This design comes from an exercise in tuning for a short achievable clock period and few clock cycles on the open sky130 flow, not from production work. Function was checked by simulation only, so behaviour that the tests miss may differ from the original. Power figures rest on the tool's default switching activity, not on a simulated workload.

==> design/flow/design.v <==
`timescale 1ps / 1ps
module adder(
							in_a,
							in_b,
							sum
							);
parameter width = 10;
input  [width-1:0]in_a;
input  [width-1:0]in_b;
output [width-1:0]sum;
assign sum = in_a + in_b;
endmodule
`timescale 1ps / 1ps
module mux_2to1(in_a,in_b,sel,out);
parameter bus_size = 10;
input [bus_size-1:0]in_a;
input [bus_size-1:0]in_b;
input sel;
output reg [bus_size-1:0]out;
always@(sel,in_a,in_b)
begin
	case (sel)
	2'b0: out = in_a;	
	2'b1: out = in_b;
	endcase
end
endmodule
`timescale 1ns / 1ps
module mux_3to1(in_a,in_b,in_c,sel,out);
parameter bus_size = 10;
input [bus_size-1:0]in_a;
input [bus_size-1:0]in_b;
input [bus_size-1:0]in_c;
input [1:0]sel;
output reg [bus_size-1:0]out;
always@(sel,in_a,in_b, in_c)
begin
	case (sel)
	2'b00: out = in_a;	
	2'b10: out = in_b;
	2'b01: out = in_c;
	default: out = in_a;
	endcase
end
endmodule
`timescale 1ps / 1ps
module PC(
					input clock,
					input reset,
					input enable,
					input PC_write,
					input [9:0] PC_new,			 
					output reg [9:0]PC_current		 
					);
always@ (posedge clock)
begin
	if(reset)
		PC_current<=0;
	else if(enable)
		begin
			if(PC_write)
				PC_current<=PC_new;
			else
				PC_current<=PC_current;
		end
	else
		begin
			PC_current<=PC_current;
		end
end
endmodule
`timescale 1ns / 1ps
module instruction_fetch(
												input clock,
												input reset,
												input enable,
												input PC_sel,
												input jump_sel,
												input PC_write,
												input [9:0] branch_address,
												input [9:0] jump_address,
												input [31:0]imem_data,	 
												output [31:0]instruc,
												output [9:0]PC_current
												);
wire [9:0] PC;
wire [9:0] PC_plus_1;
wire PC_enable;
assign instruc = imem_data;
mux_3to1 #(9+1) mux_PC (
    .in_a(PC_plus_1), 
    .in_b(branch_address), 
    .in_c(jump_address), 
    .sel({PC_sel,jump_sel}), 
    .out(PC)
    );
PC pc_reg(
					.clock(clock),
					.reset(reset),
					.enable(enable),
					.PC_write(PC_write),
					.PC_new(PC),			 
					.PC_current(PC_current)		 
					 );
adder #(9+1) add_1(
									.in_a(PC_current),
									.in_b({{9{1'b0}},1'b1}),
									.sum(PC_plus_1)
									 );
endmodule
`timescale 1ns / 1ps
module IF_ID(
							input clock,
							input reset,
							input enable,
							input [31:0]instruc_in,
							input [9:0]PC_plus_1_in,
							input IF_ID_write,
							input branch_taken,
							input jump_sel,
							output reg[31:0]instruc_out,
							output reg[9:0]PC_plus_1_out
							);
always@(posedge clock)
begin
	if(reset)
		begin
			instruc_out <= 0;
			PC_plus_1_out <= 0;
		end
	else if(enable)
		begin
			if(branch_taken || jump_sel)  
				begin
					instruc_out <= 0;
					PC_plus_1_out <= 0;
				end
			else if(!IF_ID_write)
				begin
					instruc_out <= instruc_out;
					PC_plus_1_out <= PC_plus_1_out;
				end
			else
				begin
					instruc_out <= instruc_in;
					PC_plus_1_out <= PC_plus_1_in;  
				end
		end
end
endmodule
`timescale 1ps / 1ps
module register_bank(input reg_write,
							input clock,
							input [4:0] ra,
							input [4:0] rb,
							input [4:0] rw,  
							input [31:0] busw,
							output [31:0] bus_a,
							output [31:0] bus_b
    );
reg [31:0] registro[0:31];
assign bus_a = (ra == 0) ? 32'd0 : registro[ra];
assign bus_b = (rb == 0) ? 32'd0 : registro[rb];
always @(negedge clock) 
	begin
		if(reg_write == 1 && rw != 0)
			registro[rw] <= busw;
	end
endmodule
`timescale 1ns / 1ps
module comparer(a,b,cmp_out);
parameter BUS_SIZE = 10;
input [BUS_SIZE-1:0] a,b;
output cmp_out;
assign cmp_out = (a == b);
endmodule
`timescale 1ns / 1ps
module branch_logic(
							input [1:0] DE_control,
							input cmp,
							output reg PC_sel
							);
always @(*)
PC_sel = ((DE_control[0] ~^ cmp) & DE_control[1]);
endmodule
`timescale 1ps / 1ps
module control_unit(input [5:0] opcode,
							output reg [1:0] DE_control,
							output reg [3:0] EX_control,
							output reg [1:0] M_control,  
							output reg [1:0] WB_control
    );
always@(opcode)
begin
	case (opcode)
	6'b100011:  
		begin
			EX_control = 4'b0100;
			M_control = 2'b10;
			WB_control = 2'b10;
			DE_control = 2'b00;
		end
	6'b101011:   
		begin
			EX_control = 4'b0100;
			M_control = 2'b01;
			WB_control = 2'b00;
			DE_control = 2'b00;
		end
	6'b000100:  
		begin
			EX_control = 4'b0001;
			M_control = 2'b00;
			WB_control = 2'b00;
			DE_control = 2'b11;
		end
	6'b000101:  
		begin
			EX_control = 4'b0001;
			M_control = 2'b00;
			WB_control = 2'b00;
			DE_control = 2'b10;
		end
	6'b000000:  
		begin
			EX_control = 4'b1010;
			M_control = 2'b00;
			WB_control = 2'b11;
			DE_control = 2'b00;
		end
	6'b001000:  
		begin
			EX_control = 4'b0111;
			M_control = 2'b00;
			WB_control = 2'b11;
			DE_control = 2'b00;
		end	
	6'b001100:  
		begin
			EX_control = 4'b0111;
			M_control = 2'b00;
			WB_control = 2'b11;
			DE_control = 2'b00;
		end	
	6'b001010:  
		begin
			EX_control = 4'b0111;
			M_control = 2'b00;
			WB_control = 2'b11;
			DE_control = 2'b00;
		end	
	6'b001101:  
		begin
			EX_control = 4'b0111;
			M_control = 2'b00;
			WB_control = 2'b11;
			DE_control = 2'b00;
		end	
	6'b001110:  
		begin
			EX_control = 4'b0111;
			M_control = 2'b00;
			WB_control = 2'b11;
			DE_control = 2'b00;
		end	
	default: 
		begin
			EX_control = 4'b0000;
			M_control = 2'b00;
			WB_control = 2'b00;
			DE_control = 2'b00;
		end
	endcase
end
endmodule
`timescale 1ns / 1ps
module jump_decode(
											input [5:0] opcode,
											output reg jump_sel
										);
always@(opcode)
begin
	case (opcode)
	6'b000010:  
		begin
			jump_sel = 1;
		end
	default: 
		begin
			jump_sel = 0;
		end
	endcase
end
endmodule
`timescale 1ps / 1ps
module instruction_decode(
									input [31:0] instruc,
									input clock,
									input [9:0] current_PC,
									input [4:0] rw,
									input reg_write,
									input [31:0] busw,
									input mux_ctrl_signal_sel,
									output [3:0] EX_control,
									output [1:0] M_control,
									output [1:0] WB_control,
									output [31:0] bus_a,
									output [31:0] bus_b,
									output [31:0] immed_ext,
									output [9:0] branch_address,
									output [9:0] jump_address,
									output branch_sel, 
									output jump_sel
									);
assign immed_ext = {{16{instruc[15]}},{instruc[15:0]}};
wire cmp_out;
wire [1:0] DE_control;
comparer #(32) branch_cmp(
														.a(bus_a),
														.b(bus_b),
														.cmp_out(cmp_out)
														);
branch_logic branch_log(
							.DE_control(DE_control),
							.cmp(cmp_out),
							.PC_sel(branch_sel)
							);
adder #(9+1) add(
								.in_a(current_PC),
								.in_b(immed_ext[9:0]),
								.sum(branch_address)
								 );
register_bank registers(
							.reg_write(reg_write),
							.clock(clock),
							.ra(instruc[25:21]),
							.rb(instruc[20:16]),
							.rw(rw),  
							.busw(busw),
							.bus_a(bus_a),
							.bus_b(bus_b)
    );
wire [3:0] EX_control_out;
wire [1:0] M_control_out;
wire [1:0] WB_control_out;
control_unit ctrl_unit( .opcode(instruc[31:26]),
							.DE_control(DE_control),
							.EX_control(EX_control_out),
							.M_control(M_control_out),
							.WB_control(WB_control_out)
    );
wire [7:0] control;
mux_2to1 #(8) mux_ctrl_signal (
    .in_a(8'b0), 
    .in_b({EX_control_out,M_control_out,WB_control_out}), 
    .sel(mux_ctrl_signal_sel), 
    .out(control)
    );
assign EX_control = control[7:4];
assign M_control = control[3:2];
assign WB_control = control[1:0];
jump_decode jump_decode (
													 .opcode(instruc[31:26]), 
													 .jump_sel(jump_sel)
													 );
assign jump_address = instruc[9:0];
endmodule
`timescale 1ns / 1ps
module ID_EX(  
							input clock,
								input reset,
							input enable,
							input [3:0] EX_control_in,
							input [1:0] M_control_in,
							input [1:0] WB_control_in,
							input [31:0] bus_a_in,
							input [31:0] bus_b_in,
							input [31:0] immed_ext_in,
							input [31:0] instruc_in,
							output reg [3:0] EX_control_out,
							output reg [1:0] M_control_out,
							output reg [1:0] WB_control_out,
							output reg [31:0] bus_a_out,
							output reg [31:0] bus_b_out,
							output reg [31:0] immed_ext_out,
							output reg [31:0] instruc_out
							);
always@(posedge clock)
	begin
		if(reset)
			begin
				EX_control_out <= 0;
				M_control_out <= 0;
				WB_control_out <= 0;
				bus_a_out <= 0;
				bus_b_out <= 0;
				immed_ext_out <= 0;
				instruc_out <= 0;
			end
		else if(enable)
			begin
				EX_control_out <= EX_control_in;
				M_control_out <= M_control_in;
				WB_control_out <= WB_control_in;
				bus_a_out <= bus_a_in;
				bus_b_out <= bus_b_in;
				immed_ext_out <= immed_ext_in;
				instruc_out <= instruc_in;
			end
		else
			begin
				EX_control_out <= EX_control_out;
				M_control_out <= M_control_out;
				WB_control_out <= WB_control_out;
				bus_a_out <= bus_a_out;
				bus_b_out <= bus_b_out;
				immed_ext_out <= immed_ext_out;
				instruc_out <= instruc_out;
			end
	end
endmodule
`timescale 1ps / 1ps
module alu(a,b,op,rdo,zero);
	parameter b_dat = 32;
	parameter b_op = 4;
	input [b_dat-1:0] a,b;
	output [b_dat-1:0] rdo; 
	output zero ; 
	input [b_op-1:0] op ; 
	wire [b_dat:0] resultado;
	assign resultado = funcion_alu(a,b,op);
	assign rdo = resultado[b_dat-1:0]; 
	assign zero = bandera_Z(rdo) ; 
function [b_dat:0] funcion_alu; 
	input [b_dat-1:0] a,b ;
	input [b_op-1:0] op ; 
	case ( op ) 
		4'b0010: funcion_alu = a + b;
		4'b0110: funcion_alu = a - b;
		4'b0000: funcion_alu = a & b;
		4'b0001: funcion_alu = a | b;
		4'b0011: funcion_alu = {1'b0,~(a | b)}; 
		4'b0100: funcion_alu = a ^ b;
		4'b1100: funcion_alu = $signed(a) >>> b;
		4'b1010: funcion_alu = a >> b;
		4'b0101: funcion_alu = a << b;
		4'b1001: funcion_alu = $signed(a) << b[4:0];
		4'b1011: funcion_alu = a >> b[4:0];
		4'b1101: funcion_alu = $signed(a) >>> b[4:0];
		4'b1110: funcion_alu = $unsigned(a) + $unsigned(b);
		4'b1111: funcion_alu = $unsigned(a) - $unsigned(b);
		4'b0111: funcion_alu = $signed(a) < $signed(b);
		4'b1000: funcion_alu = $unsigned(a) < $unsigned(b);
		default : begin
			funcion_alu = {b_dat+1{1'b0}};
			$display("Operacion Ilegal Detectada!!"); 
		end
	endcase
endfunction
function bandera_Z ; 
	input [b_dat-1:0] res ;
	begin
		bandera_Z = (res == {b_dat+1{1'b0}});
	end 
endfunction 
endmodule
`timescale 1ps / 1ps
module ALU_ctrl(input [5:0] op,
					input [5:0] funct,
					input [1:0] ALU_op,
					output reg [3:0] ALU_ctrl
    );
always@(funct, ALU_op, op)
begin
	if(ALU_op == 2'b11)  
		begin
			case(op)
			6'b001000: ALU_ctrl = 4'b0010;	 
			6'b001100: ALU_ctrl = 4'b0000;	 
			6'b001101: ALU_ctrl = 4'b0001;	 
			6'b001110: ALU_ctrl = 4'b0100;	 
			6'b001010: ALU_ctrl = 4'b0111;	 
			default: ALU_ctrl = 4'b0010;
			endcase
		end
	else
	casex({funct,ALU_op})
	8'bXXXXXX00:  
		begin
			ALU_ctrl = 4'b0010;
		end
	8'bXXXXXX01:  
		begin
			ALU_ctrl = 4'b0110;
		end
	8'b10000010:  
		begin
			ALU_ctrl = 4'b0010;
		end
	8'b10001010:  
		begin
			ALU_ctrl = 4'b0110;
		end
	8'b10010010:  
		begin
			ALU_ctrl = 4'b0000;
		end
	8'b10010110:  
		begin
			ALU_ctrl = 4'b0001;
		end
	8'b10101010:  
		begin
			ALU_ctrl = 4'b0111;
		end
	8'b00010010:  
		begin
			ALU_ctrl = 4'b1001;
		end
	8'b10011110:  
		begin
			ALU_ctrl = 4'b0011;
		end
	8'b10011010:  
		begin
			ALU_ctrl = 4'b0100;
		end
	8'b00011010:  
		begin
			ALU_ctrl = 4'b1011;
		end
	8'b00011110:  
		begin
			ALU_ctrl = 4'b1101;
		end
	8'b00000010:  
		begin
			ALU_ctrl = 4'b0101;
		end
	8'b00001010:  
		begin
			ALU_ctrl = 4'b1010;
		end
	8'b00001110:  
		begin
			ALU_ctrl = 4'b1100;
		end
	8'b10000110:  
		begin
			ALU_ctrl = 4'b1110;
		end
	8'b10001110:  
		begin
			ALU_ctrl = 4'b1111;
		end
	8'b10101110:  
		begin
			ALU_ctrl = 4'b1000;
		end
	default: 
		begin
			ALU_ctrl = 4'b0000; 
		end
	endcase
end
endmodule
`timescale 1ps / 1ps
module execution( 
									input  [3:0] EX_control,
									input  [1:0] sel_a_forwarding,
									input  [1:0] sel_b_forwarding,
									input [31:0] bus_a,
									input [31:0] bus_b,
									input	[31:0] alu_out_forwarded,
									input	[31:0] bus_w_forwarded,
									input [31:0] immed_ext,
									input [31:0] instruc,
									output zero,
									output [31:0] ALU_out,
									output [31:0] data_write,  
									output [4:0] WB_register  
									);
wire [3:0] ALU_ctrl;
wire [31:0] ALU_a;
wire [31:0] ALU_b;
wire [31:0] mux_b_mux;
assign data_write=mux_b_mux;
alu ALU(
				.a(ALU_a),
				.b(ALU_b),
				.op(ALU_ctrl),
				.rdo(ALU_out),
				.zero(zero)
				);
mux_3to1 #(32) mux_op_a (
													 .in_a(bus_a), 
													 .in_b(alu_out_forwarded), 
													 .in_c(bus_w_forwarded), 
													 .sel(sel_a_forwarding), 
													 .out(ALU_a)
													 );
mux_3to1 #(32) mux_op_b (
													 .in_a(bus_b), 
													 .in_b(alu_out_forwarded), 
													 .in_c(bus_w_forwarded), 
													 .sel(sel_b_forwarding), 
													 .out(mux_b_mux)
													 );
mux_2to1 #(32) mux_alu_src (
														.in_a(mux_b_mux),
														.in_b(immed_ext),
														.sel(EX_control[2]), 
														.out(ALU_b)
														 );
mux_2to1 #(5) mux_reg_dst (
														.in_a(instruc[20:16]),
														.in_b(instruc[15:11]),
														.sel(EX_control[3]),
														.out(WB_register)
														 );
ALU_ctrl alu_ctrl(
								.op(instruc[31:26]),
								.funct(instruc[5:0]),
								.ALU_op(EX_control[1:0]),
								.ALU_ctrl(ALU_ctrl)
								);
endmodule
`timescale 1ns / 1ps
module EX_MEM(
								input clock,
								input reset,
								input enable,
								input [1:0] M_control_in,
								input [1:0] WB_control_in,
								input [31:0] ALU_out_in,
								input [31:0] data_write_in,
								input [4:0] rw_in,
								output reg [1:0] M_control_out,
								output reg [1:0] WB_control_out,
								output reg [31:0] ALU_out_out,
								output reg [31:0] data_write_out,
								output reg [4:0] rw_out
								);
always@(posedge clock)
	begin
		if(reset)
			begin
				M_control_out <= 0;
				WB_control_out <= 0;
				ALU_out_out <= 0;
				data_write_out <= 0;
				rw_out <= 0;
			end
		else if(enable)
			begin
				M_control_out <= M_control_in;
				WB_control_out <= WB_control_in;
				ALU_out_out <= ALU_out_in;
				data_write_out <= data_write_in;
				rw_out <= rw_in;
			end
		else
			begin
				M_control_out <= M_control_out;
				WB_control_out <= WB_control_out;
				ALU_out_out <= ALU_out_out;
				data_write_out <= data_write_out;
				rw_out <= rw_out;
			end
	end
endmodule
`timescale 1ns / 1ps
module MEM_WB( 
									input clock,
								input reset,
									input enable,
									input [1:0] WB_control_in,
									input [31:0] data_from_mem_in,
									input [31:0] data_from_ALU_in,
									input [4:0] rw_in,
									output reg[1:0] WB_control_out,
									output reg[31:0] data_from_mem_out,
									output reg[31:0] data_from_ALU_out,
									output reg [4:0] rw_out
									);
always@(posedge clock)
	begin
		if(reset)
			begin
				WB_control_out <= 0;
				data_from_mem_out <= 0;
				data_from_ALU_out <= 0;
				rw_out <= 0;
			end
		else if(enable)
			begin
				WB_control_out <= WB_control_in;
				data_from_mem_out <= data_from_mem_in;
				data_from_ALU_out <= data_from_ALU_in;
				rw_out <= rw_in;
			end
		else
			begin
				WB_control_out <= WB_control_out;
				data_from_mem_out <= data_from_mem_out;
				data_from_ALU_out <= data_from_ALU_out;
				rw_out <= rw_out;
			end
	end
endmodule
`timescale 1ns / 1ps
module write_back(
						input WB_control,
						input [31:0]data_from_mem,
						input [31:0]data_from_ALU,
						output [31:0]bus_w
    );
mux_2to1 #(32) mux (
	.in_a(data_from_mem),
	.in_b(data_from_ALU),
	.sel(WB_control),
	.out(bus_w)
    );
endmodule
`timescale 1ns / 1ps
module forwarding_unit(input [4:0] rt,
							  input [4:0] rs,
							  input [4:0] rw_EX_MEM,
							  input [4:0] rw_MEM_WB,
							  input write_reg_MEM_ctrl,	 
							  input write_reg_WB_ctrl,	 
							  output reg [1:0] mux_ALU_a,
							  output reg [1:0] mux_ALU_b);
	always @ (*)
	begin
		if(write_reg_MEM_ctrl
		&& (rw_EX_MEM !=0) 
		&& (rw_EX_MEM == rs))
			mux_ALU_a = 2'b10;
		else if(write_reg_WB_ctrl
				&& (rw_MEM_WB !=0) 
				&& (rw_MEM_WB == rs))
					mux_ALU_a = 2'b01;
		else 
			mux_ALU_a = 2'b00;
		if(write_reg_MEM_ctrl 
			&& (rw_EX_MEM !=0) 
			&& (rw_EX_MEM == rt))
			mux_ALU_b = 2'b10;
		else if(write_reg_WB_ctrl 
			&& (rw_MEM_WB !=0)
			&& (rw_MEM_WB == rt))
			mux_ALU_b = 2'b01;
		else
			mux_ALU_b = 2'b00;	
	end
endmodule
`timescale 1ns / 1ps
module hazard_detection_unit(input mem_read_MEM_ctrl,	 
										input [5:0] opcode_IF_ID,
										input [4:0] rs_IF_ID,
										input [4:0] rt_IF_ID,
										input [4:0] rt_ID_EX,
										input reg_write_ID_EX,		 
										input [4:0] rw_ID_EX,
										input reg_write_EX_MEM,		 
										input [4:0] rw_EX_MEM,
										output reg PC_write,
										output reg mux_ctrl_signal_sel,
										output reg IF_ID_write
										);
wire is_branch = (opcode_IF_ID == 6'b000100) || (opcode_IF_ID == 6'b000101);
wire branch_hazard = is_branch
	&& ((reg_write_ID_EX && (rw_ID_EX != 0) && ((rw_ID_EX == rs_IF_ID) || (rw_ID_EX == rt_IF_ID)))
	||  (reg_write_EX_MEM && (rw_EX_MEM != 0) && ((rw_EX_MEM == rs_IF_ID) || (rw_EX_MEM == rt_IF_ID))));
always @ *
begin
	if( (mem_read_MEM_ctrl
	&& ((rt_ID_EX == rs_IF_ID)
	||(rt_ID_EX == rt_IF_ID)))
	|| branch_hazard)
		begin
			PC_write = 0;
			mux_ctrl_signal_sel = 0;
			IF_ID_write = 0;
		end
	else
		begin
			PC_write = 1;
			mux_ctrl_signal_sel = 1;
			IF_ID_write = 1;
		end
end
endmodule
`timescale 1ps / 1ps
module MIPS_DLX(
									input clock,
									input reset,						 
									input enable,
									output [9:0] imem_addr,		 
									input [31:0] imem_data,			 
									output [9:0] dmem_addr,			 
									output [31:0] dmem_wdata,
									output dmem_we,					 
									input [31:0] dmem_rdata			 
									);
wire [31:0] instruc;
wire [9:0] PC_plus_1;
wire [9:0] branch_address;
wire [9:0] jump_address;
wire PC_sel;
wire jump_sel;
wire PC_write;
wire branch_sel_ID;
wire jump_sel_ID;
assign PC_sel = branch_sel_ID & PC_write;
assign jump_sel = jump_sel_ID & PC_write;
instruction_fetch IF_instance (
														.clock(clock),
														.reset(reset),
														.enable(enable),
														.PC_sel(PC_sel), 
														.jump_sel(jump_sel), 
														.PC_write(PC_write), 
														.branch_address(branch_address), 
														.jump_address(jump_address), 
														.imem_data(imem_data),
														.instruc(instruc), 
														.PC_current(PC_plus_1)
														);
assign imem_addr = PC_plus_1;	 
wire [31:0] instruc_latch_IF_ID;
wire [9:0] PC_plus_1_latch;
wire IF_ID_write;
IF_ID IF_ID_latch(
								.clock(clock),
								.reset(reset),
								.enable(enable),
								.instruc_in(instruc),
								.IF_ID_write(IF_ID_write),
								.branch_taken(PC_sel),
								.jump_sel(jump_sel),
								.PC_plus_1_in(PC_plus_1),
								.instruc_out(instruc_latch_IF_ID),
								.PC_plus_1_out(PC_plus_1_latch)
								);
wire [31:0] bus_a, bus_b, immed_ext;
wire [3:0]EX_control;
wire [1:0]M_control;
wire [1:0]WB_control;
wire [31:0] busw;
wire [4:0] rw_latch_MEM_WB;
wire [1:0] WB_control_latch_MEM_WB; 
wire mux_ctrl_signal_sel;
instruction_decode ID_instance(
									.instruc(instruc_latch_IF_ID),
									.clock(clock),
									.rw(rw_latch_MEM_WB),
									.current_PC(PC_plus_1_latch),
									.busw(busw),
									.mux_ctrl_signal_sel(mux_ctrl_signal_sel),
									.reg_write(WB_control_latch_MEM_WB[1]),
									.EX_control(EX_control),
									.M_control(M_control),  
									.WB_control(WB_control),
									.bus_a(bus_a),
									.bus_b(bus_b),
									.immed_ext(immed_ext),
									.branch_address(branch_address), 
									.jump_address(jump_address),
									.branch_sel(branch_sel_ID),
									.jump_sel(jump_sel_ID)
    );
wire [31:0] instruc_latch_ID_EX;
wire [31:0] bus_a_latch, bus_b_latch, immed_ext_latch;
wire [3:0]EX_control_latch;
wire [31:0] busw_latch;
wire [1:0]M_control_latch_ID_EX;
wire [1:0]WB_control_latch_ID_EX; 
ID_EX ID_EX_latch (
									.clock(clock),
									.reset(reset),
									.enable(enable), 
									.EX_control_in(EX_control), 
									.M_control_in(M_control), 
									.WB_control_in(WB_control), 
									.bus_a_in(bus_a), 
									.bus_b_in(bus_b), 
									.immed_ext_in(immed_ext), 
									.instruc_in(instruc_latch_IF_ID), 
									.EX_control_out(EX_control_latch), 
									.M_control_out(M_control_latch_ID_EX), 
									.WB_control_out(WB_control_latch_ID_EX), 
									.bus_a_out(bus_a_latch), 
									.bus_b_out(bus_b_latch), 
									.immed_ext_out(immed_ext_latch), 
									.instruc_out(instruc_latch_ID_EX)
									);
wire [31:0] data_write;
wire [31:0]ALU_out;
wire [31:0] ALU_out_latch;		
wire [4:0] rw;
wire [1:0] forward_sel_a;
wire [1:0] forward_sel_b;
execution EX_instance (
							 .EX_control(EX_control_latch), 
							 .sel_a_forwarding(forward_sel_a), 
							 .sel_b_forwarding(forward_sel_b), 
							 .bus_a(bus_a_latch), 
							 .bus_b(bus_b_latch), 
							 .alu_out_forwarded(ALU_out_latch), 
							 .bus_w_forwarded(busw), 
							 .immed_ext(immed_ext_latch), 
							 .instruc(instruc_latch_ID_EX), 
							 .zero(), 
							 .ALU_out(ALU_out), 
							 .data_write(data_write), 
							 .WB_register(rw)
							 );
wire [31:0] data_write_latch;
wire [1:0] M_control_latch_EX_MEM;
wire [1:0] WB_control_latch_EX_MEM; 
wire [4:0] rw_latch_EX_MEM;
EX_MEM EX_MEM_latch (
												.clock(clock),
									.reset(reset),
												.enable(enable), 
												.M_control_in(M_control_latch_ID_EX), 
												.WB_control_in(WB_control_latch_ID_EX), 
												.ALU_out_in(ALU_out), 
												.data_write_in(data_write), 
												.rw_in(rw), 
												.M_control_out(M_control_latch_EX_MEM), 
												.WB_control_out(WB_control_latch_EX_MEM), 
												.ALU_out_out(ALU_out_latch), 
												.data_write_out(data_write_latch), 
												.rw_out(rw_latch_EX_MEM)
												);
wire[31:0]data_from_mem;
wire[31:0]data_from_ALU;
assign dmem_addr = ALU_out_latch[9:0];
assign dmem_wdata = data_write_latch;
assign dmem_we = M_control_latch_EX_MEM[0] & enable;
assign data_from_mem = dmem_rdata;
assign data_from_ALU = ALU_out_latch;
wire[31:0] data_from_mem_latch;
wire[31:0] data_from_ALU_latch;
MEM_WB MEM_WB_latch  (
													.clock(clock),
									.reset(reset),
													.enable(enable), 
													.WB_control_in(WB_control_latch_EX_MEM), 
													.data_from_mem_in(data_from_mem), 
													.data_from_ALU_in(data_from_ALU), 
													.rw_in(rw_latch_EX_MEM), 
													.WB_control_out(WB_control_latch_MEM_WB), 
													.data_from_mem_out(data_from_mem_latch), 
													.data_from_ALU_out(data_from_ALU_latch), 
													.rw_out(rw_latch_MEM_WB)
													);
write_back WB_instance(
												.WB_control(WB_control_latch_MEM_WB[0]),
												.data_from_mem(data_from_mem_latch),
												.data_from_ALU(data_from_ALU_latch),
												.bus_w(busw)
												);
forwarding_unit forward_unit (
														 .rt(instruc_latch_ID_EX[20:16]), 
														 .rs(instruc_latch_ID_EX[25:21]), 
														 .rw_EX_MEM(rw_latch_EX_MEM), 
														 .rw_MEM_WB(rw_latch_MEM_WB), 
														 .write_reg_MEM_ctrl(WB_control_latch_EX_MEM[1]), 
														 .write_reg_WB_ctrl(WB_control_latch_MEM_WB[1]), 
														 .mux_ALU_a(forward_sel_a), 
														 .mux_ALU_b(forward_sel_b)
														 );
hazard_detection_unit hazard_detection_unit (
																					 .mem_read_MEM_ctrl(M_control_latch_ID_EX[1]),
																					 .rs_IF_ID(instruc_latch_IF_ID[25:21]),
																					 .rt_IF_ID(instruc_latch_IF_ID[20:16]),
																					 .rt_ID_EX(instruc_latch_ID_EX[20:16]),
																					 .opcode_IF_ID(instruc_latch_IF_ID[31:26]),
																					 .reg_write_ID_EX(WB_control_latch_ID_EX[1]),
																					 .rw_ID_EX(rw),
																					 .reg_write_EX_MEM(WB_control_latch_EX_MEM[1]),
																					 .rw_EX_MEM(rw_latch_EX_MEM),
																					 .PC_write(PC_write),
																					 .mux_ctrl_signal_sel(mux_ctrl_signal_sel),
																					 .IF_ID_write(IF_ID_write)
																					 );
endmodule
==> design/flow/run.sh <==
#!/bin/bash
# synth_recipe.tcl (not shown) runs the flow's synth.tcl, then flattens the netlist and writes it again
# the make line also repeats each setting of config.mk as NAME=value (left out here)
make -C /OpenROAD-flow-scripts/flow DESIGN_CONFIG=/design/flow/config.mk WORK_HOME=/design/flow/orfs CLKGATE_MAP_FILE= SYNTH_SCRIPT=/design/flow/synth_recipe.tcl finish
==> design/flow/config.mk <==
export PLATFORM = sky130hd
export DESIGN_NAME = MIPS_DLX
export DESIGN_NICKNAME = MIPS_DLX
export VERILOG_FILES = /design/flow/design.v
export SDC_FILE = /design/flow/constraint.sdc
export NUM_CORES = 8
export LEC_CHECK = 0
export CAP_MARGIN = 20
export CORE_MARGIN = 2
export CORE_UTILIZATION = 40
export SLEW_MARGIN = 20
==> design/flow/constraint.sdc <==
create_clock -name core_clock -period 10.0 [get_ports {clock}]
set_input_delay 2.0000 -clock core_clock [delete_from_list [all_inputs] [get_ports {clock}]]
set_output_delay 2.0000 -clock core_clock [all_outputs]
set_load 0.01 [all_outputs]
==> out/results.txt, run 1 <==
Longest Clk Path Bufs -> 3
GPL Wtd Cong -> 1.02
Clock sink count -> 1,323
DR DRC count -> 0
Worst slew pin tran -> 1370 ps
Area Growth Syn to Fin -> 19.6%
Final setup vio count -> 0
Worst hold path type -> flip-flop to flip-flop
Final TNS setup -> 0 ps
Worst hold path startpoint -> ID_EX_latch.WB_control_out[0]
Clock Pin Slew Worst Setup and Hold Paths -> 60 ps
Crit path capture type -> flip-flop
Pwr Density -> 191 nW/um^2
Die area -> 181,000 sq um
Total Wirelength -> 266,000 microns
Initial antenna violation count -> 6
GR Layer Usage met2 -> 45.6%
Area after DPL -> 75,900 sq um
CP startpoint kind -> flip-flop
Vias in the first global route -> 54,400
Final Hold Fails -> 0
DPL Wire Length -> 172,000 microns
Antenna Violating Nets Remaining -> 0
Rows -> 154
Total CTS buffers -> 148
Die extent in x -> 426 microns
Critical Path Start -> ID_instance.registers.registro[31][14]
Via count -> 53,600
Asr flop ratio synth -> 0%
CTS tree -> done
Post-Synthesis Cells -> 5,141
Status -> no timing/DRC/antenna violations
Layout cell share with drive strength beyond 1 -> 19.8%
Clock skew -> 65.3 ps
Cell area after synthesis -> 71,100 sq um
Max Cap Viol -> 0
Largest area contributor in the netlist -> edfxtp_1
Final Cell Area -> 85,000 sq um
Seq cells post-synth -> 1,323
Critical Path RT -> 10,740 ps
Met1 GRT Util -> 35.8%
Final Util -> 48.2%
First-pass GRT wire length -> 379,000 microns
Register area share after synthesis -> 51.7%
Vias per cell -> 6.15
Most common cell after layout, fill and taps aside -> inv_1
Mean area per synthesized cell -> 13.8 sq um
Die height -> 426 microns
PortBufs -> 119
R2r startpoint -> ID_instance.registers.registro[31][14]
Pins Over Slew Limit -> 0
Slew margin rel. -> 7.95%
Dpl cells -> 7,424
M3 GR Usage -> 6.79%
Peak VDD IR -> 183 uV
Commonest non-fill, non-tap cells in the layout -> inv_1, edfxtp_1, mux4_2
Htree depth -> 4
Synth unique cells -> 89
Drt first pass iters -> 6
Core footprint -> 176,000 sq um
WL per Instance -> 30.5 microns
Gr usage total -> 29.2%
Type of the worst setup path -> flip-flop to flip-flop
Root buffer cell -> clkbuf_16
Synth area leaders -> edfxtp_1, mux4_2, dfxtp_1
IO Count -> 120
Total Power -> 16,200 uW
Final-stage net count -> 6,437
Grt ovf -> 0
P_leak -> 0.0330 uW
Number of synthesized flops with an enable pin -> 1,024
Post-synth top flop -> edfxtp_1
Top-area cell type share of the netlist area -> 43.2%
YS warnings -> 18
Non-filler cells, final -> 8,720
Critical Path AT -> 10,590 ps
Starting Density -> 40.3%
Gr busiest metal -> met2
Worst-Skew Late Latency -> 820 ps
Maximum fanout along the worst path -> 16
DRT iter0 DRCs -> 6,501
Largest net degree at the start of global routing -> 99
-- sequential cells by signal, indices dropped and copies added (netlist names), 15 cells and up --
name                            flops
ID_instance.registers.registro   1024
EX_MEM_latch.ALU_out_out           32
EX_MEM_latch.data_write_out        32
ID_EX_latch.bus_a_out              32
ID_EX_latch.bus_b_out              32
IF_ID_latch.instruc_out            32
MEM_WB_latch.data_from_ALU_out     32
MEM_WB_latch.data_from_mem_out     32
ID_EX_latch.instruc_out            17
ID_EX_latch.immed_ext_out          15
-- area by class of cell --
cell class                 count  area [sq um]
clock buffer                 170          4040
tap                         2340          2930
timing repair buffer         333          3060
sequential                  1323         36800
antenna                        5          12.5
inverter                     134           515
multi-input combinational   3293         32800
fill                       15400         91300
clock inverter              1122          4880
-- per-layer routing --
metal | share of wire [%] | up-vias
met3 | 8.6 | 653
li1 | - | 22700
met5 | 0.012 | -
met2 | 47 | 2984
met4 | 7.1 | 6
met1 | 37 | 27300
-- cells in the mapped netlist (all sizes together), types with 23 or more instances --
library cell	number
a211oi	45
nor4	23
nand3	89
buf	156
a31oi	26
mux4	644
inv	133
o31ai	23
xnor2	53
nand2b	30
clkbuf	265
o211ai	32
nor3	60
nand2	214
mux2	30
o22ai	40
a22oi	58
nor2	530
a21oi	163
edfxtp	1024
dfxtp	299
o21ai	211
mux2i	435
a221oi	26
xor2	48
ha	110
o221ai	50
-- logic make-up (layout without fill, tap and decap cells) --
family                   Yosys count  after routing  synth area share (%)
AO/OA/AOI/OAI                    866            866                  8.26
multiplexers                    1109           1109                  27.0
XOR/XNOR                         101            101                  1.24
adder cells (fa/ha/maj)          113            113                  2.02
other                              1             37               0.00527
flip-flops                      1323           1323                  51.7
buffers and inverters            556           1759                  3.14
AND/OR/NAND/NOR                 1072           1072                  6.67
-- what timing repair did --
action                                 in CTS  in global routing
gates resized for setup                    10                 20
cloned                                      0                  0
pin swaps                                   3                  8
endpoints found under the hold margin       0                  0
setup endpoints to repair                  52                 52
buffers inserted                            0                  0
hold buffers                                0                  0
-- power by group --
| group | internal (uW) | total, uW | switching [uW] |
|---|---|---|---|
| Clock | 3920 | 7330 | 3410 |
| Combinational | 994 | 2680 | 1690 |
| Sequential | 6050 | 6200 | 154 |
-- through the flow --
| step | setup WS, ps | hold WS, ps |
|---|---|---|
| 2_1_floorplan | 804 | 446 |
| 3_3_place_gp | -1320 | 460 |
| 3_5_place_dp | -362 | 468 |
| 4_1_cts | 3.02 | 479 |
| 5_1_grt | -15.1 | 503 |
| 6_report | 156 | 477 |
-- final timing paths --
check	endpoint	slack [ps]	cells past startpoint
worst max-delay path	IF_instance.pc_reg.PC_current[3]	160	17
worst min-delay path	ID_EX_latch.WB_control_out[0]	480	2
worst max register to register	IF_instance.pc_reg.PC_current[3]	160	17
worst min register to register	ID_EX_latch.WB_control_out[0]	480	2
-- critical path, cell delays in order, from the launching register on --
cell,delay [ps]
edfxtp_1,410
mux4_2,500
mux4_2,530
mux2i_1,250
buf_4,170
nor2_1,60
xnor2_1,180
nand4_1,360
or4_4,750
xor2_1,180
or2_4,290
ha_4,270
buf_12,130
inv_1,80
or3_1,340
o21ai_0,80
a22oi_1,110
nor2_1,90
Testbench counts, summed over its fixed seeds: cycles 44,514.
==> run 2: changes to the inputs <==
==> design/flow/design.v (replaced) <==
`timescale 1ns / 1ps
module MIPS_DLX(
	input         clock,
	input         reset,
	input         enable,
	output [9:0]  imem_addr,
	input  [31:0] imem_data,
	output [9:0]  dmem_addr,
	output [31:0] dmem_wdata,
	output        dmem_we,
	input  [31:0] dmem_rdata
);
reg [9:0]  pc;
reg        e_we, e_load, e_store, e_br, e_bne, e_pred;
reg [4:0]  e_dst;
reg [9:0]  e_alt;
reg        e_fa_ld, e_fa_res, e_fb_ld, e_fb_res, e_fc_ld, e_fc_res;
reg [31:0] e_a, e_b, e_c;         
reg [9:0]  e_imm;
reg        e_sub, e_arith, e_and, e_or, e_xor, e_nor, e_slt, e_sltu;
reg        e_sll, e_sr, e_sra, e_big;
reg        m_we, m_load, m_store;
reg [4:0]  m_dst;
reg [31:0] m_res;
reg [9:0]  m_addr;
reg [31:0] m_wdata;
reg [31:0] rf [1:31];
wire [31:0] m_data = m_load ? dmem_rdata : m_res;
assign dmem_addr  = m_addr;
assign dmem_wdata = m_wdata;
assign dmem_we    = m_store & enable;
wire [31:0] a = ({32{e_fa_ld}} & dmem_rdata) | ({32{e_fa_res}} & m_res) | ({32{~(e_fa_ld | e_fa_res)}} & e_a);
wire [31:0] b = ({32{e_fb_ld}} & dmem_rdata) | ({32{e_fb_res}} & m_res) | ({32{~(e_fb_ld | e_fb_res)}} & e_b);
wire [31:0] c = ({32{e_fc_ld}} & dmem_rdata) | ({32{e_fc_res}} & m_res) | ({32{~(e_fc_ld | e_fc_res)}} & e_c);
wire [32:0] sum  = {1'b0, a} + {1'b0, c ^ {32{e_sub}}} + {32'd0, e_sub};
wire        lt   = (a[31] ^ c[31]) ? a[31] : sum[31];
wire        ltu  = ~sum[32];
wire [4:0]  sh   = c[4:0];
wire        big  = e_big & (|c[31:5]);
wire [31:0] shl  = a << sh;
wire [32:0] shr  = $signed({e_sra & a[31], a}) >>> sh;
wire [31:0] res_shl = big ? 32'd0 : shl;
wire [31:0] res_shr = big ? {32{e_sra & a[31]}} : shr[31:0];
wire [31:0] res = ({32{e_arith}} & sum[31:0])
                | ({32{e_and}}   & (a & c))
                | ({32{e_or}}    & (a | c))
                | ({32{e_xor}}   & (a ^ c))
                | ({32{e_nor}}   & ~(a | c))
                | {31'd0, (e_slt & lt) | (e_sltu & ltu)}
                | ({32{e_sll}}   & res_shl)
                | ({32{e_sr}}    & res_shr);
wire        taken      = (a == b) ^ e_bne;
wire        mispredict = e_br & (taken ^ e_pred);
wire [9:0]  addr       = a[9:0] + e_imm;
wire [31:0] ins   = imem_data;
wire [5:0]  op    = ins[31:26];
wire [4:0]  rs    = ins[25:21];
wire [4:0]  rt    = ins[20:16];
wire [4:0]  rd    = ins[15:11];
wire [5:0]  funct = ins[5:0];
wire is_r    = op == 6'b000000;
wire is_j    = op == 6'b000010;
wire is_beq  = op == 6'b000100;
wire is_bne  = op == 6'b000101;
wire is_addi = op == 6'b001000;
wire is_slti = op == 6'b001010;
wire is_andi = op == 6'b001100;
wire is_ori  = op == 6'b001101;
wire is_xori = op == 6'b001110;
wire is_lw   = op == 6'b100011;
wire is_sw   = op == 6'b101011;
wire is_imm  = is_addi | is_slti | is_andi | is_ori | is_xori;
wire is_br   = is_beq | is_bne;
wire [4:0] dst = is_r ? rd : rt;
wire       we  = (is_r | is_imm | is_lw) & (dst != 5'd0);
wire f_add  = is_r & (funct == 6'h20 || funct == 6'h21);
wire f_sub  = is_r & (funct == 6'h22 || funct == 6'h23);
wire f_or   = is_r & (funct == 6'h25);
wire f_xor  = is_r & (funct == 6'h26);
wire f_nor  = is_r & (funct == 6'h27);
wire f_slt  = is_r & (funct == 6'h2a);
wire f_sltu = is_r & (funct == 6'h2b);
wire f_sll  = is_r & (funct == 6'h00);
wire f_srl  = is_r & (funct == 6'h02);
wire f_sra  = is_r & (funct == 6'h03);
wire f_sllv = is_r & (funct == 6'h04);
wire f_srlv = is_r & (funct == 6'h06);
wire f_srav = is_r & (funct == 6'h07);
wire f_and  = is_r & ~(f_add | f_sub | f_or | f_xor | f_nor | f_slt | f_sltu |
                       f_sll | f_srl | f_sra | f_sllv | f_srlv | f_srav);
wire [31:0] imm = {{16{ins[15]}}, ins[15:0]};
wire [31:0] rf_a = (rs == 5'd0) ? 32'd0 : rf[rs];
wire [31:0] rf_b = (rt == 5'd0) ? 32'd0 : rf[rt];
wire        byp_a = m_we & (m_dst == rs);
wire        byp_b = m_we & (m_dst == rt);
wire [31:0] val_a = byp_a ? m_data : rf_a;
wire [31:0] val_b = byp_b ? m_data : rf_b;
wire fwd_a = e_we & (e_dst == rs);
wire fwd_b = e_we & (e_dst == rt);
wire same = rs == rt;
wire pred = is_beq ? (same | ins[15]) : ~same;
wire [9:0] pc1 = pc + 10'd1;
wire [9:0] tgt = pc + ins[9:0];
wire [9:0] f_next = is_j ? ins[9:0] : (is_br & pred) ? tgt : pc1;
assign imem_addr = pc;
always @(posedge clock) begin
	if (reset)
		pc <= 10'd0;
	else if (enable)
		pc <= mispredict ? e_alt : f_next;
end
wire kill = mispredict;
always @(posedge clock) begin
	if (reset) begin
		e_we <= 1'b0; e_load <= 1'b0; e_store <= 1'b0; e_br <= 1'b0;
	end else if (enable) begin
		e_we    <= we & ~kill;
		e_load  <= is_lw & ~kill;
		e_store <= is_sw & ~kill;
		e_br    <= is_br & ~kill;
	end
end
always @(posedge clock) begin
	if (enable) begin
		e_dst    <= dst;
		e_bne    <= is_bne;
		e_pred   <= pred;
		e_alt    <= pred ? pc1 : tgt;
		e_fa_ld  <= fwd_a & e_load;
		e_fa_res <= fwd_a & ~e_load;
		e_fb_ld  <= fwd_b & e_load;
		e_fb_res <= fwd_b & ~e_load;
		e_fc_ld  <= fwd_b & e_load & ~is_imm;
		e_fc_res <= fwd_b & ~e_load & ~is_imm;
		e_a      <= val_a;
		e_b      <= val_b;
		e_c      <= is_imm ? imm : val_b;
		e_imm    <= ins[9:0];
		e_sub    <= f_sub | f_slt | f_sltu | is_slti;
		e_arith  <= f_add | f_sub | is_addi;
		e_and    <= f_and | is_andi;
		e_or     <= f_or | is_ori;
		e_xor    <= f_xor | is_xori;
		e_nor    <= f_nor;
		e_slt    <= f_slt | is_slti;
		e_sltu   <= f_sltu;
		e_sll    <= f_sll | f_sllv;
		e_sr     <= f_srl | f_sra | f_srlv | f_srav;
		e_sra    <= f_sra | f_srav;
		e_big    <= f_sll | f_srl | f_sra;
	end
end
always @(posedge clock) begin
	if (reset) begin
		m_we <= 1'b0; m_load <= 1'b0; m_store <= 1'b0;
	end else if (enable) begin
		m_we    <= e_we;
		m_load  <= e_load;
		m_store <= e_store;
	end
end
always @(posedge clock) begin
	if (enable) begin
		m_dst   <= e_dst;
		m_res   <= res;
		m_addr  <= addr;
		m_wdata <= b;
	end
end
always @(posedge clock) begin
	if (enable && m_we)
		rf[m_dst] <= m_data;
end
endmodule
--- a/design/flow/config.mk
+++ b/design/flow/config.mk
@@ -7,2 +7,3 @@
 export LEC_CHECK = 0
+export ABC_CLOCK_PERIOD_IN_PS = 4000
 export CAP_MARGIN = 20
@@ -10,2 +11,3 @@
 export CORE_UTILIZATION = 40
+export SETUP_SLACK_MARGIN = 5
 export SLEW_MARGIN = 20
==> run 2 against run 1 <==
  * Still clean on timing, DRC and antenna
  * Clock power is 33% lower
  * Total power is 19% lower
  * Sequential power is 4.4% lower
  * First-iteration DRC count is 10% lower
  * Clock-buffer cell count is 1 higher
  * Core utilization is 2.0 points lower
  * Largest cell class unchanged
==> out/results.txt, run 2 <==
Worst slew pin tran -> 1320 ps
Post-Synth XOR/XNOR Area -> 1.87%
Asr flop ratio synth -> 0%
DR DRC count -> 0
Worst hold path type -> flip-flop to flip-flop
Total CTS buffers -> 137
Worst-Skew Late Latency -> 800 ps
Reg2reg path depth -> 17
Mean area per synthesized cell -> 14.6 sq um
Worst hold path stage count -> 2
CTS tree -> done
Final Hold Fails -> 0
Gr busiest metal -> met2
Adder-Cell Fraction of Synth Area -> 2.29%
Number of synthesized flops with an enable pin -> 1,212
Gr usage total -> 26.7%
Largest net degree at the start of global routing -> 108
Top-area cell type share of the netlist area -> 55.6%
Grt ovf -> 0
Most common cell after layout, fill and taps aside -> edfxtp_1
DRT iter0 DRCs -> 5,843
Post-Synthesis Cells -> 4,487
Commonest non-fill, non-tap cells in the layout -> edfxtp_1, mux4_2, mux2i_1
P_leak -> 0.0254 uW
Type of the worst setup path -> input pin to flip-flop
Post-synthesis mux area share -> 22.6%
Post-CTS Hold Buffers -> 0
Register area share after synthesis -> 56.1%
Max Cap Viol -> 0
DPL Wire Length -> 143,000 microns
Peak VDD IR -> 152 uV
Final-stage net count -> 4,780
Synth area leaders -> edfxtp_1, mux4_2, mux2i_1
Tmin final -> 5120 ps
Tcrit/Tclk final -> 51.2%
Total Wirelength -> 228,000 microns
Initial antenna violation count -> 11
Seq cells post-synth -> 1,229
Longest Clk Path Bufs -> 3
Pins Over Slew Limit -> 0
Largest Register -> rf
Drt first pass iters -> 6
YS warnings -> 1
Fillers -> 14,200
Via count -> 44,600
Synth unique cells -> 79
Most frequent cells after synthesis -> edfxtp_1, mux4_2, mux2i_1
Largest family of logic cells by synthesized area -> multiplexers
Status -> no timing/DRC/antenna violations
Die area -> 167,000 sq um
Critical Path AT -> 5530 ps
First-pass GRT wire length -> 322,000 microns
Antenna Violating Nets Remaining -> 0
M3 GR Usage -> 4.80%
Simple-gate portion of the synthesized area -> 4.16%
Die height -> 409 microns
PortBufs -> 119
WL per Instance -> 33.1 microns
Die extent in x -> 409 microns
Largest register FFs -> 992
Final TNS setup -> 0 ps
Clock sink count -> 1,229
CP startpoint kind -> input pin
GR Layer Usage met2 -> 42.4%
Layout cell share with drive strength beyond 1 -> 23.3%
Root buffer cell -> clkbuf_16
Crit path capture type -> flip-flop
Max Clk Rate -> 195 MHz
IO Count -> 120
Met1 GRT Util -> 36.4%
Vias in the first global route -> 43,700
Pwr Density -> 175 nW/um^2
Clock skew -> 39.1 ps
Starting Density -> 40.3%
Largest area contributor in the netlist -> edfxtp_1
GPL Wtd Cong -> 0.943
RSZ-0062 raised after global routing -> yes
Area Growth Syn to Fin -> 14.8%
Maximum fanout along the worst path -> 63
Post-synth top flop -> edfxtp_1
Compound-Gate Fraction of Synth Area -> 9.98%
Core footprint -> 163,000 sq um
Critical Path RT -> 10,410 ps
Slew margin rel. -> 11.5%
Clock Pin Slew Worst Setup and Hold Paths -> 60 ps
Vias per cell -> 6.48
Fin Hold WS -> 469 ps
Final setup vio count -> 0
Cell area after synthesis -> 65,500 sq um
Htree depth -> 4
Rows -> 148
Most frequent cell after synthesis -> edfxtp_1
## run 2: changes by cell type after synthesis, moves of 83 or more
cell / previous run / this run
mux4_2: 644 / 445
nor2_1: 530 / 258
mux2_2: 30 / 113
dfxtp_1: 299 / 17
a21oi_1: 162 / 327
mux2i_1: 435 / 351
edfxtp_1: 1024 / 1212
a22o_1: 1 / 94
## run 2: path summary, 6_finish.rpt
kind	start	to	slack [ps]
setup reg to reg	e_fc_ld	m_res[29]	5260
hold reg to reg	e_store	e_store	470
setup / recovery	imem_data[17]	e_b[3]	4880
hold / removal	e_store	e_store	470
## run 2: repair_timing
action / 4_1_cts / 5_1_grt
endpoints found under the setup margin: 53 / 30
endpoints found under the hold margin: 0 / 0
setup buffers: 15 / 28
pin swaps: 12 / 18
resized for setup: 88 / 50
gates cloned: 11 / 2
## run 2: kinds of logic after synthesis
logic type,Yosys count
compound gates,981
fa+ha+maj,118
flops,1229
mux,909
simple gates,609
xor+xnor,140
buf+inv,501
## run 2: power breakdown
| part | internal [uW] | switching (uW) |
|---|---|---|
| clock network | 2770 | 2130 |
| logic | 862 | 1420 |
| registers | 5860 | 76.6 |
| total | 9490 | 3630 |
## run 2: per-layer routing
layer | up-vias | wire [microns] | share of wire (%)
met5 | - | 22 | 0.0096
met4 | 4 | 10100 | 4.5
met3 | 511 | 20200 | 8.9
met2 | 2445 | 106000 | 47
met1 | 23300 | 91100 | 40
li1 | 18400 | - | -
## run 2: through the flow
stage	std cells	setup WS, ps	area [sq um]	util (%)	power, uW
after floorplan	4487	4640	65600	-	7350
after global routing	6883	4890	75200	46.2	13500
final	6884	4880	75200	46.2	13100
after CTS	6846	4920	74700	45.9	13100
after detailed placement	6574	3340	69500	42.8	8130
after global placement	6572	3330	69500	42.7	8130
## run 2: final cells by class
cell class | instances | area, sq um | area share [%]
clock inverter | 75 | 677 | 0.901
clock buffer | 171 | 3630 | 4.83
timing repair buffer | 310 | 3160 | 4.20
antenna | 7 | 17.5 | 0.0233
multi-input combinational | 2757 | 27600 | 36.7
timing repair inverter | 1 | 8.76 | 0.0117
sequential | 1229 | 36700 | 48.9
tap | 2175 | 2720 | 3.62
inverter | 159 | 638 | 0.849
## run 2: worst max-delay path, cell delays in order
cell and delay, ps:
buf_8 420, buf_4 800, mux4_2 370, mux2i_1 80, a21oi_1 490, nor3_1 90, o32ai_1 1110
Testbench counts of run 2, summed over its fixed seeds: cycles 31,486.
==> run 3: changes to the inputs <==
--- a/design/flow/config.mk
+++ b/design/flow/config.mk
@@ -7,3 +7,2 @@
 export LEC_CHECK = 0
-export ABC_CLOCK_PERIOD_IN_PS = 4000
 export CAP_MARGIN = 20
==> run 3 against run 2 <==
  * Combinational power about the same
  * Register-to-register slack about the same
  * Clock power about the same
  * Non-clock buffer count unchanged
  * Largest cell class unchanged
  * Largest power group unchanged
==> out/results.txt, run 3 <==
Max Clk Rate -> 195 MHz
Final Hold Fails -> 0
Total CTS buffers -> 137
P_leak -> 0.0254 uW
Total Wirelength -> 228,000 microns
Die area -> 167,000 sq um
Post-synth top flop -> edfxtp_1
Clock sink count -> 1,229
Final TNS setup -> 0 ps
Worst hold path type -> flip-flop to flip-flop
PortBufs -> 119
Starting Density -> 40.3%
Htree depth -> 4
Critical Path RT -> 10,410 ps
Crit path capture type -> flip-flop
Area Growth Syn to Fin -> 14.8%
Cells along the critical path -> buf_8 > buf_4 > mux4_2 > mux2i_1 > a21oi_1 > nor3_1 > o32ai_1
Status -> no timing/DRC/antenna violations
Rows -> 148
Final setup vio count -> 0
Slowest cell on crit path -> o32ai_1
Commonest non-fill, non-tap cells in the layout -> edfxtp_1, mux4_2, mux2i_1
Post-Synthesis Cells -> 4,487
Pins Over Slew Limit -> 0
DPL Wire Length -> 143,000 microns
Die extent in x -> 409 microns
Register area share after synthesis -> 56.1%
Total Power -> 13,100 uW
Worst slew pin tran -> 1320 ps
YS warnings -> 1
Final Util -> 46.2%
Top-area cell type share of the netlist area -> 55.6%
CTS tree -> done
Tcrit/Tclk final -> 51.2%
Area after DPL -> 69,500 sq um
Most common cell after layout, fill and taps aside -> edfxtp_1
DRT iter0 DRCs -> 5,843
CP bufs+invs -> 2
Antenna Violating Nets Remaining -> 0
Largest net degree at the start of global routing -> 108
Synth unique cells -> 79
Final Cell Area -> 75,200 sq um
Clock skew -> 39.1 ps
WL per Instance -> 33.1 microns
Maximum fanout along the worst path -> 63
Drt first pass iters -> 6
CP startpoint kind -> input pin
Type of the worst setup path -> input pin to flip-flop
Via count -> 44,600
Largest area contributor in the netlist -> edfxtp_1
Mean area per synthesized cell -> 14.6 sq um
Largest Register -> rf
Peak VDD IR -> 152 uV
Max Cap Viol -> 0
RSZ-0062 raised after global routing -> yes
Vias per cell -> 6.48
Critical Path AT -> 5530 ps
Synth area leaders -> edfxtp_1, mux4_2, mux2i_1
Final-stage net count -> 4,780
Cell area after synthesis -> 65,500 sq um
Vias in the first global route -> 43,700
Pwr Density -> 175 nW/um^2
Worst-Skew Late Latency -> 800 ps
Slew margin rel. -> 11.5%
Seq cells post-synth -> 1,229
Root buffer cell -> clkbuf_16
Longest Clk Path Bufs -> 3
IO Count -> 120
Post-CTS Hold Buffers -> 0
Asr flop ratio synth -> 0%
Clock Pin Slew Worst Setup and Hold Paths -> 60 ps
Core footprint -> 163,000 sq um
Tmin final -> 5120 ps
GPL Wtd Cong -> 0.943
First-pass GRT wire length -> 322,000 microns
Grt ovf -> 0
Family with the most delay on the worst path -> compound AO/OA/AOI/OAI gates
Gr usage total -> 26.7%
Layout cell share with drive strength beyond 1 -> 23.3%
Most frequent cells after synthesis -> edfxtp_1, mux4_2, mux2i_1
Initial antenna violation count -> 11
Most frequent cell after synthesis -> edfxtp_1
DR DRC count -> 0
Die height -> 409 microns
Largest register FFs -> 992
Max incr delay on CP -> 1110 ps
Fin Hold WS -> 469 ps
Number of synthesized flops with an enable pin -> 1,212
-- run 3: cell counts in the layout (fill, tap and decap cells not counted) --
Identical to the previous run, type by type.
-- run 3: cells by family after synthesis --
kind of cell | Yosys count | share of synthesized area (%)
xor+xnor | 140 | 1.87
simple gates | 609 | 4.16
buf+inv | 501 | 2.99
fa+ha+maj | 118 | 2.29
mux | 909 | 22.6
flops | 1229 | 56.1
compound gates | 981 | 9.98
-- run 3: per-layer routing --
layer	global-route usage (%)	routed length, microns	vias to the layer above
met2	42.4	106000	2445
met4	10.6	10100	4
met5	0	22	-
met1	36.4	91100	23300
li1	-	-	18400
met3	4.80	20200	511
-- run 3: worst paths after layout --
path / from / slack (ps) / cells after the start / endpoint
worst min-delay path: e_store / 470 / 2 / e_store
worst max register to register: e_fc_ld / 5260 / 17 / m_res[29]
worst max-delay path: imem_data[17] / 4880 / 7 / e_b[3]
worst min register to register: e_store / 470 / 2 / e_store
-- run 3: stage by stage --
step                      std cells  worst slack [ps]
after floorplan                4487              4640
after global placement         6572              3330
after detailed placement       6574              3340
after CTS                      6846              4920
after global routing           6883              4890
final                          6884              4880
-- run 3: area by class of cell --
cell class	instances	area (sq um)
timing repair buffer	310	3160
sequential	1229	36700
clock inverter	75	677
fill	14200	87400
inverter	159	638
antenna	7	17.5
clock buffer	171	3630
tap	2175	2720
timing repair inverter	1	8.76
multi-input combinational	2757	27600
-- run 3: repair_timing --
action,in CTS,in global routing
endpoints found under the setup margin,53,30
cloned,11,2
pin swaps,12,18
gates resized for setup,88,50
buffers inserted,15,28
-- run 3: power by group --
group	internal, uW	total, uW	switching (uW)	leakage, uW
logic	862	2280	1420	0.0122
registers	5860	5930	76.6	0.0110
clock network	2770	4910	2130	0.00211
total	9490	13100	3630	0.0254
-- run 3: tightest hold or removal path: cells and delay by family (launching register included) --
| family | cells | cell delay, ps |
|---|---|---|
| and+or+nand+nor | 1 | 60 |
| AOI/OAI and AO/OA | 1 | 50 |
| DFF | 1 | 310 |
==> run 4: changes to the inputs <==
--- a/design/flow/config.mk
+++ b/design/flow/config.mk
@@ -10,3 +10,2 @@
 export CORE_UTILIZATION = 40
-export SETUP_SLACK_MARGIN = 5
 export SLEW_MARGIN = 20
==> run 4 against run 3 <==
  * Critical path type unchanged
  * Final cell count fell by 0.80%
  * Critical path depth rose by 9
  * Via count fell by 1.7%
  * Critical endpoint is now m_res[0]
  * Flip-flop and latch count did not move
  * Non-clock buffer count fell by 60
  * Still clean on timing, DRC and antenna
==> out/results.txt, run 4 <==
DR DRC count -> 0
WL per Instance -> 32.1 microns
Rows -> 148
Htree depth -> 4
Worst-Skew Late Latency -> 780 ps
Most common cell after layout, fill and taps aside -> edfxtp_1
Commonest non-fill, non-tap cells in the layout -> edfxtp_1, mux4_2, mux2i_1
Post-CTS Hold Buffers -> 0
First-pass GRT wire length -> 312,000 microns
Total Wirelength -> 219,000 microns
CP bufs+invs -> 3
Post-Synth XOR/XNOR Area -> 1.87%
Adder-Cell Fraction of Synth Area -> 2.29%
Max Cap Viol -> 0
Worst slew pin tran -> 1380 ps
Status -> no timing/DRC/antenna violations
Slowest cell on crit path -> inv_2
Vias in the first global route -> 43,400
Largest Register -> rf
Root buffer cell -> clkbuf_16
Core footprint -> 163,000 sq um
Most frequent cell after synthesis -> edfxtp_1
Register area share after synthesis -> 56.1%
Final TNS setup -> 0 ps
Tmin final -> 6240 ps
Fin Hold WS -> 478 ps
Mean area per synthesized cell -> 14.6 sq um
Worst hold path type -> flip-flop to flip-flop
Slew margin rel. -> 7.77%
Crit path capture type -> flip-flop
IO Count -> 120
Clock skew -> 33.3 ps
Max incr delay on CP -> 640 ps
Setup Buffers After CTS -> 0
Largest area contributor in the netlist -> edfxtp_1
Peak VDD IR -> 171 uV
Compound-Gate Fraction of Synth Area -> 9.98%
Critical Path RT -> 10,500 ps
Clock Pin Slew Worst Setup and Hold Paths -> 60 ps
Post-Synthesis Cells -> 4,487
Synth unique cells -> 79
DPL Wire Length -> 140,000 microns
Post-synth top flop -> edfxtp_1
Largest net degree at the start of global routing -> 85
Final setup vio count -> 0
PostCTS Resize Cnt -> 0
Final Hold Fails -> 0
YS warnings -> 1
RSZ-0062 raised after global routing -> no
Via count -> 43,800
DRT iter0 DRCs -> 5,688
Die height -> 409 microns
PortBufs -> 119
Type of the worst setup path -> input pin to flip-flop
Longest Clk Path Bufs -> 3
Tcrit/Tclk final -> 62.4%
Critical Path AT -> 6740 ps
Initial antenna violation count -> 15
Asr flop ratio synth -> 0%
Final-stage net count -> 4,719
Antenna Violating Nets Remaining -> 0
Die extent in x -> 409 microns
Largest register FFs -> 992
CP startpoint kind -> input pin
Max Clk Rate -> 160 MHz
CTS tree -> done
Seq cells post-synth -> 1,229
Largest family of logic cells by synthesized area -> multiplexers
Top-area cell type share of the netlist area -> 55.6%
Most used cell along the critical path -> xnor2_1
Most frequent cells after synthesis -> edfxtp_1, mux4_2, mux2i_1
Simple-gate portion of the synthesized area -> 4.16%
Maximum fanout along the worst path -> 42
Vias per cell -> 6.42
Cells along the critical path -> clkdlybuf4s50_1 > a22o_1 > a21o_1 > buf_4 > inv_2 > xnor2_1 > ha_1 > and3_1 > a32o_1 > o2111ai_1 > nand4_1 > a31o_2 > a21oi_1 > o31a_1 > xnor2_1 > a311o_1
Area Growth Syn to Fin -> 12.7%
Grt ovf -> 0
Layout cell share with drive strength beyond 1 -> 20.5%
Pwr Density -> 176 nW/um^2
Number of synthesized flops with an enable pin -> 1,212
Total CTS buffers -> 137
GPL Wtd Cong -> 0.950
Starting Density -> 40.3%
P_leak -> 0.0248 uW
Cell area after synthesis -> 65,500 sq um
Family with the most delay on the worst path -> compound AO/OA/AOI/OAI gates
Synth area leaders -> edfxtp_1, mux4_2, mux2i_1
Drt first pass iters -> 8
Gr usage total -> 25.7%
Clock sink count -> 1,229
Pins Over Slew Limit -> 0
Post-synthesis mux area share -> 22.6%
Die area -> 167,000 sq um
run 4: changes by cell type in the layout (fill, tap and decap cells not counted), moves of 7 or more:
cell and delta:
buf_4 -33, a21oi_1 +28, a21oi_2 -19, bufbuf_16 -10
a21oi_4 -9, ha_1 +9, clkdlybuf4s50_1 +8, clkinv_2 -8
clkinv_1 +7, o21ai_0 +7
run 4: final timing paths:
path | start | end | slack, ps | cells past startpoint
hold reg to reg | e_br | e_br | 480 | 2
setup reg to reg | e_fc_res | m_res[0] | 4150 | 17
setup / recovery | dmem_rdata[2] | m_res[0] | 3760 | 16
hold / removal | e_br | e_br | 480 | 2
run 4: cell type report:
cell class,instances,area (sq um)
diodes,11,27.5
clock buffers,173,3610
fillers,14400,88800
well taps,2175,2720
flip-flops and latches,1229,36700
multi-input cells,2757,27100
repair buffers,250,2240
clock inverters,75,746
inverters,159,597
run 4: worst register-to-register path: cells and delay by family (launching register included):
kind                       cells  cell delay (ps)
xor gates and xnor gates       2              260
DFF                            1              770
AOI/OAI and AO/OA              7             2060
and+or+nand+nor                3              500
adders and majority gates      1              400
buffers and inverters          4             1580
run 4: metal layers:
layer  global-route usage, %  share of wire (%)  up-vias
met3                    5.46                9.4      488
met5                       0              0.028        -
li1                        -                  -    18200
met1                    35.3                 40    22800
met4                    9.59                3.8       10
met2                    40.4                 46     2315
run 4: report_power, final:
group	leakage, uW	internal [uW]	switching, uW
registers	0.0110	5860	71.2
logic	0.0116	771	1360
clock network	0.00211	2840	2120
total	0.0248	9470	3550
run 4: logic make-up after synthesis:
| group | Yosys count |
|---|---|
| mux | 909 |
| flops | 1229 |
| compound gates | 981 |
| buf+inv | 501 |
| fa+ha+maj | 118 |
| xor+xnor | 140 |
| simple gates | 609 |
run 4: stage by stage:
step	cell area (sq um)	utilization (%)	std cells	total power, uW	setup slack [ps]
after floorplan	65500	-	4487	7340	4150
after global placement	69400	42.7	6570	8110	3090
after detailed placement	69400	42.7	6570	8110	3110
after CTS	73800	45.4	6818	13100	3910
after global routing	73800	45.4	6825	13400	3550
final	73800	45.4	6829	13000	3760

port drivers added, routing unchanged:
The results above use ideal ports. As a check the final layouts listed here were re-extracted and re-timed, cells and wires unchanged. Step 1, drivers: a clkbuf_16 drives clock and a buf_2 each remaining input, both assumed. Step 2, shift: input delay + t, output delay - t, t = (earliest + latest rising clock arrival at the registers) / 2. This alone moves slack from input paths to output paths. Slacks: no drivers / after step 1 / after step 2; pairs: no drivers / after step 1.
run | t (ns) | slack for setup (ns) | worst setup path after step 2 | latest minus earliest clock arrival (ns)
run 2 | 0.865 | 4.878 / 4.828 / 4.014 | input to register | 0.043 / 0.043
run 3 | 0.865 | 4.878 / 4.828 / 4.014 | input to register | 0.043 / 0.043
run 4 | 0.849 | 3.764 / 3.790 / 2.942 | input to register | 0.034 / 0.033
After both steps setup and hold are still met in every run listed.
